This is an optimization exercise on Yosys and OpenROAD, whose aim is small area, not a production implementation.
Where RTL was checked, it was by simulation tests only, not by an equivalence proof against the original.
Power and IR drop assume default switching activity.

== run A ==
Design color_centroid, start of the top module:
module color_centroid
  (
    input         clk,
    input         rst,           
    input  [2:0]  rgbfilter,     
    input         new_frame_i,   
    output [14:0] orig_addr,
    input  [11:0] orig_pxl,
    output        proc_we,
    output [14:0] proc_addr,
    output [11:0] proc_pxl,
    output [7:0]  centroid,
    output        new_centroid,
    output [2:0]  proximity
  );
  reg [14:0] cnt;
  reg        processing;
  reg        we1, we2;
  wire end_cnt = cnt[14] & cnt[11] & cnt[9] & (&cnt[7:0]);  
  always @(posedge clk, posedge rst)
    if (rst) begin
      cnt        <= 15'd0;
      processing <= 1'b0;
      we1        <= 1'b0;
      we2        <= 1'b0;
    end else begin
      we1 <= processing;
      we2 <= we1;
      cnt <= (processing & ~end_cnt) ? cnt + 1'b1 : 15'd0;
      if (processing) begin
        if (end_cnt) processing <= 1'b0;
      end else if (new_frame_i)
        processing <= 1'b1;
    end
  assign orig_addr = cnt;
  assign proc_we   = we2;
  wire        wnorm = processing & we1;
  wire [14:0] cnt_m2 = cnt - 15'd2;
  assign proc_addr = (cnt_m2 & ~({15{~wnorm}} & 15'h3500)) | {14'd0, ~we1};
  wire frame_done = we1 & ~processing;
  assign new_centroid = we2 & ~we1;
  reg [11:0] pxl_rg;
  reg        thr;
  wire [3:0] red = orig_pxl[11:8];
  wire [3:0] grn = orig_pxl[7:4];
  wire [3:0] blu = orig_pxl[3:0];
  wire signed [4:0] d_rg = {1'b0, red} - {1'b0, grn};
  wire signed [4:0] d_rb = {1'b0, red} - {1'b0, blu};
  wire signed [4:0] d_gb = {1'b0, grn} - {1'b0, blu};
  wire v_rg = d_rg >= 5'sd7;
  wire v_gr = d_rg <= -5'sd7;
  wire s_rg = (d_rg >= -5'sd2) && (d_rg <= 5'sd2);
  wire v_rb = d_rb >= 5'sd7;
  wire v_br = d_rb <= -5'sd7;
  wire s_rb = (d_rb >= -5'sd2) && (d_rb <= 5'sd2);
  wire v_gb = d_gb >= 5'sd7;
  wire v_bg = d_gb <= -5'sd7;
  wire s_gb = (d_gb >= -5'sd2) && (d_gb <= 5'sd2);
  wire fr = rgbfilter[2];
  wire fg = rgbfilter[1];
  wire fb = rgbfilter[0];
  wire hi = &{red[3:2], grn[3:2], blu[3:2]};
  wire pass = (~(fr & ~fg) | v_rg) & (~(fr & ~fb) | v_rb) &
              (~(fg & ~fr) | v_gr) & (~(fg & ~fb) | v_gb) &
  ...
For scale: about 590 cells after synthesis, roughly 180 flip-flops, roughly 73 I/O pins.
clock: 10.0 ns
lec_check: 0
cap_margin: 20
core_margin: 2
core_utilization: 65
place_density: 0.75
slew_margin: 20
standard.sh (not shown) runs the stock make flow with config.mk's settings and CLKGATE_MAP_FILE= SYNTH_SCRIPT=/design/flow/synth_recipe.tcl, a recipe that flattens the netlist after the stock synthesis.
==> flow/flow/run.sh <==
#!/bin/bash
set -euo pipefail
WORK=$(pwd)
cp -r "$FLOW_HOME/scripts" "$WORK/orfs_scripts"
cp "$WORK/flow/abc_area_lean.script" "$WORK/orfs_scripts/abc_speed.script"
export SCRIPTS_DIR="$WORK/orfs_scripts"
export BUFFER_PORTS_ARGS="-buffer_cell sky130_fd_sc_hd__buf_1"
export CTS_ARGS="-sink_clustering_enable -repair_clock_nets -dont_use_dummy_load -buf_list sky130_fd_sc_hd__clkbuf_8 -sink_clustering_size 20 -sink_clustering_max_diameter 60"
bash standard.sh > orfs_make.log 2>&1
==> flow/flow/abc_area_lean.script <==
strash
dc2
dch -f
amap
topo
stime -c
For run B, these inputs were changed with respect to run A:
Settings: CORE_UTILIZATION changed from 65 to 40; PLACE_DENSITY removed (was 0.75); CTS_CLUSTER_SIZE newly set to 20; CTS_CLUSTER_DIAMETER newly set to 60; CTS_BUF_LIST newly set to sky130_fd_sc_hd__clkbuf_8.
--- outcome ---
Run A went all the way through the flow, and no timing, DRC or antenna check failed.
Run B finished every stage and its layout cleared the timing, DRC and antenna checks.
Run B vs run A: floorplan die area up
Routed wire in run B totals more than in run A.
Compared with run A, in run B via count lower; reported net switching power went up about 1.3%.
Here is what was changed in the inputs of run C compared with run B.
Settings: CTS_BUF_LIST removed (was sky130_fd_sc_hd__clkbuf_8); CTS_CLUSTER_DIAMETER removed (was 60); CORE_UTILIZATION changed from 40 to 65; PLACE_DENSITY newly set to 0.75; CTS_CLUSTER_SIZE removed (was 20).
-- flow/flow/run.sh --
<<< run B, line 8
export CTS_ARGS="-sink_clustering_enable -repair_clock_nets -dont_use_dummy_load -buf_list sky130_fd_sc_hd__clkbuf_8 -sink_clustering_size 20 -sink_clustering_max_diameter 60"
>>> run C, line 8
export CTS_ARGS="-sink_clustering_enable -repair_clock_nets -dont_use_dummy_load -buf_list sky130_fd_sc_hd__clkbuf_8 -sink_clustering_size 24 -sink_clustering_max_diameter 50"
### Flow results
In the metrics for run C and run B, the one carrying the lower utilization is run B.
Run C against run B; via density per instance is up by more than 10%.
Cell area after layout: run C better than run B

========
== JK ==
Another version of the RTL of color_centroid (not shown whole).
For scale: roughly 580 cells after synthesis, ~73 I/O pins, about 6400 µm² of cells after synthesis.
clock: 10.0 ns
lec_check: 0
cap_margin: 20
core_margin: 2
core_utilization: 40
cts_buf_list: sky130_fd_sc_hd__clkbuf_8
cts_cluster_diameter: 60
cts_cluster_size: 20
slew_margin: 20
==> flow/flow/run.sh <==
#!/bin/bash
set -euo pipefail
WORK=$(pwd)
cp -r "$FLOW_HOME/scripts" "$WORK/orfs_scripts"
cp "$WORK/flow/abc_area_lean.script" "$WORK/orfs_scripts/abc_speed.script"
export SCRIPTS_DIR="$WORK/orfs_scripts"
export BUFFER_PORTS_ARGS="-buffer_cell sky130_fd_sc_hd__buf_1"
export CTS_ARGS="-sink_clustering_enable -repair_clock_nets -dont_use_dummy_load -buf_list sky130_fd_sc_hd__clkbuf_8 -sink_clustering_size 20 -sink_clustering_max_diameter 60"
bash standard.sh > orfs_make.log 2>&1
Scripts as last shown in full above: flow/flow/abc_area_lean.script
JK: full flow OK, the timing, DRC and antenna checks passed
### JK -> MS
==> flow/flow/run.sh <==
#!/bin/bash
# Standard ORFS layout with two changes: the ports are buffered with the
# smallest plain buffer, and the clock tree options are given explicitly.
set -euo pipefail
export BUFFER_PORTS_ARGS="-buffer_cell sky130_fd_sc_hd__buf_1"
export CTS_ARGS="-sink_clustering_enable -repair_clock_nets -dont_use_dummy_load -buf_list sky130_fd_sc_hd__clkbuf_16 -sink_clustering_size 50 -sink_clustering_max_diameter 150"
bash standard.sh > orfs_make.log 2>&1
removed: flow/flow/abc_area_lean.script
--- outcome ---
In MS the worst hold slack across all endpoints turned out 0.010 ns lower than in JK.
MS vs. JK: worst reg-to-reg path cell count decreased by 2 relative to the old numbers; routed wire length went up by 380 µm.
Clock period minus worst slack was higher in the run labelled JK.
Diff JK -> MS | reg2reg setup slack | increase of 0.90 ns
For the power share of the combinational group, MS came in 0.3 points lower than JK did.
Number of buffers and inverters on the critical path in MS is 4 lower than in JK
MS finished every stage and its layout cleared the timing, DRC and antenna checks.
MS vs JK, die extent in y went up by 1.8%.
--- input diff MS..AL ---
==> flow/flow/run.sh <==
#!/bin/bash
set -euo pipefail
WORK=$(pwd)
cp -r "$FLOW_HOME/scripts" "$WORK/orfs_scripts"
cp "$WORK/flow/abc_area_lean.script" "$WORK/orfs_scripts/abc_speed.script"
export SCRIPTS_DIR="$WORK/orfs_scripts"
export BUFFER_PORTS_ARGS="-buffer_cell sky130_fd_sc_hd__buf_1"
bash standard.sh > orfs_make.log 2>&1
==> flow/flow/abc_area_lean.script (new file) <==
strash
dc2
dch -f
amap
topo
stime -c
### Flow results
The total via count in the routed design of AL was inferior to that of MS.
In AL, the mean instance size in the synthesized netlist came out 1.3% below the value in MS.
Delta (AL minus MS): leakage component of the power lower, power lower, final cell count higher.
MS -> AL: design area decreased by a few percent
Where least setup slack across all paths after layout is concerned, MS is better than AL.
In AL, the overall track demand over capacity in global routing came out 0.48 points above the value in MS.
In the tables for AL and MS, number of cells on the worst reg-to-reg path reads lower with MS.
Diff MS -> AL | die area | decrease of 3.5%
The inputs of TR differ from those of AL as listed below.
==> flow/flow/run.sh <==
#!/bin/bash
# Standard ORFS layout with two changes: the ports are buffered with the
# smallest plain buffer, and the clock tree options are given explicitly.
set -euo pipefail
export BUFFER_PORTS_ARGS="-buffer_cell sky130_fd_sc_hd__buf_1"

bash standard.sh > orfs_make.log 2>&1
removed: flow/flow/abc_area_lean.script
Notes after the runs:
The final instance area number comes out lower for AL vs TR.
Changes observed in TR relative to AL: minimum setup slack in the final design up 1.04 ns, global router's overall resource usage down 0.26 points.
Going from AL to TR, sequential share of layout area shrinks by 1.7 points.
TR — compound-gate portion of the synthesized area 4.6 points lower, AL as reference
Diff AL -> TR | number of ordinary and repair buffers in the finished layout | down slightly

========
color_centroid, a different RTL version from the one above (not shown whole).
Size: roughly 620 cells after synthesis.
clock: 10.0 ns
lec_check: 0
cap_margin: 20
core_margin: 2
core_utilization: 40
cts_buf_list: sky130_fd_sc_hd__clkbuf_4
slew_margin: 20
run.sh (not shown) runs the stock make flow with config.mk's settings and CLKGATE_MAP_FILE= SYNTH_SCRIPT=/design/flow/synth_recipe.tcl, a recipe that flattens the netlist after the stock synthesis.
Stock flow here: none of the scripts above is used.
Next try:
==> flow/flow/run.sh (new file) <==
#!/bin/bash
# Standard ORFS layout; the only change is the cell used to buffer the
# ports (the smallest plain buffer instead of the default choice).
set -euo pipefail
export BUFFER_PORTS_ARGS="-buffer_cell sky130_fd_sc_hd__buf_1"
bash standard.sh > orfs_make.log 2>&1
==> flow/standard.sh (new file) <==
#!/bin/bash
# synth_recipe.tcl (not shown) runs the flow's synth.tcl, then flattens the netlist and writes it again
# the make line also repeats each setting of config.mk as NAME=value (left out here)
make -C /OpenROAD-flow-scripts/flow DESIGN_CONFIG=/design/flow/config.mk WORK_HOME=/design/flow/orfs CLKGATE_MAP_FILE= SYNTH_SCRIPT=/design/flow/synth_recipe.tcl "${@:-finish}"
--- a/flow/config.mk
+++ b/flow/config.mk
@@ -10,3 +10,5 @@
 export CORE_UTILIZATION = 40
-export CTS_BUF_LIST = sky130_fd_sc_hd__clkbuf_4
+export CTS_BUF_LIST = sky130_fd_sc_hd__clkbuf_8
+export CTS_CLUSTER_DIAMETER = 60
+export CTS_CLUSTER_SIZE = 20
 export SLEW_MARGIN = 20
removed: flow/run.sh
Fmax goes up by 12%.
Total power goes down by 16%.
Via count goes down by 5.4%.
Design area goes down by 9.4%.
Non-clock buffer count stays the same.
Next try:
==> flow/run.sh (new file) <==
#!/bin/bash
# synth_recipe.tcl (not shown) runs the flow's synth.tcl, then flattens the netlist and writes it again
# the make line also repeats each setting of config.mk as NAME=value (left out here)
make -C /OpenROAD-flow-scripts/flow DESIGN_CONFIG=/design/flow/config.mk WORK_HOME=/design/flow/orfs CLKGATE_MAP_FILE= SYNTH_SCRIPT=/design/flow/synth_recipe.tcl finish
--- a/flow/config.mk
+++ b/flow/config.mk
@@ -10,5 +10,3 @@
 export CORE_UTILIZATION = 40
-export CTS_BUF_LIST = sky130_fd_sc_hd__clkbuf_8
-export CTS_CLUSTER_DIAMETER = 60
-export CTS_CLUSTER_SIZE = 20
+export CTS_BUF_LIST = sky130_fd_sc_hd__clkbuf_2
 export SLEW_MARGIN = 20
removed: flow/flow/run.sh
removed: flow/standard.sh
Outcome:
- routed wire length grows by 8.1%
- non-clock buffer count does not change
- fmax shrinks by 12%
- clock-buffer cell count grows by 55
- die area does not change
- utilization grows by 3.5 points
Next try:
--- a/flow/config.mk
+++ b/flow/config.mk
@@ -10,3 +10,5 @@
 export CORE_UTILIZATION = 40
-export CTS_BUF_LIST = sky130_fd_sc_hd__clkbuf_2
+export CTS_BUF_LIST = sky130_fd_sc_hd__clkbuf_8
+export CTS_CLUSTER_DIAMETER = 60
+export CTS_CLUSTER_SIZE = 20
 export SLEW_MARGIN = 20
Effect:
- hold slack stays flat
- setup slack improved by 0.22 ns
- sequential power stays flat
- cell count fell by 6.2%
- first-iteration DRC count rose by 15%
- total power fell by 2.9%
No run of this note included a check of the RTL's function; only the layout flow was run.

## re-timing with driven ports
The results above use ideal ports. As a check the final layouts listed here were re-extracted and re-timed, cells and wires unchanged.
Step 1: set_driving_cell puts a clkbuf_16 on clk and a buf_2 on each other input, an assumption about the parent block.
Step 2 adds t to the input delays and takes it off the output delays; t is the mean of the earliest and latest rising clock arrival at the registers after step 1. Input paths then give back, and output paths get back, about the clock's delay inside the block.
Three values: ideal, step 1, step 2; two values: the first two.
| run | t, ns | slack for setup (ns) | worst setup path at the end | slew at the worst register clock pin (ns) |
|---|---|---|---|---|
| run A | 0.465 | 4.978 / 4.942 / 5.406 | register to output | 0.10 / 0.10 |
| run B | 0.462 | 5.008 / 4.975 / 5.437 | register to output | 0.09 / 0.09 |
| run C | 0.465 | 4.978 / 4.942 / 5.406 | register to output | 0.10 / 0.10 |
| JK | 0.475 | 4.684 / 4.648 / 5.123 | register to output | 0.09 / 0.09 |
| MS | 0.451 | 5.802 / 5.761 / 5.698 | input to register | 0.07 / 0.07 |
| AL | 0.487 | 4.678 / 4.643 / 5.130 | register to output | 0.09 / 0.09 |
| TR | 0.499 | 5.723 / 5.686 / 5.706 | input to register | 0.10 / 0.10 |
| the first run of note 3 | 0.643 | 4.929 / 4.896 / 5.540 | register to output | 0.07 / 0.07 |
| the second run of note 3 | 0.522 | 5.455 / 5.421 / 5.943 | register to output | 0.12 / 0.12 |
| the third run of note 3 | 0.764 | 4.818 / 4.784 / 5.547 | register to output | 0.11 / 0.11 |
| the fourth run of note 3 | 0.532 | 5.034 / 4.999 / 5.531 | register to output | 0.12 / 0.12 |
After both steps setup and hold are still met in every run listed. The setup slack of MS, which loses most, moves by -0.041 ns with the drivers and by -0.104 ns with both steps.
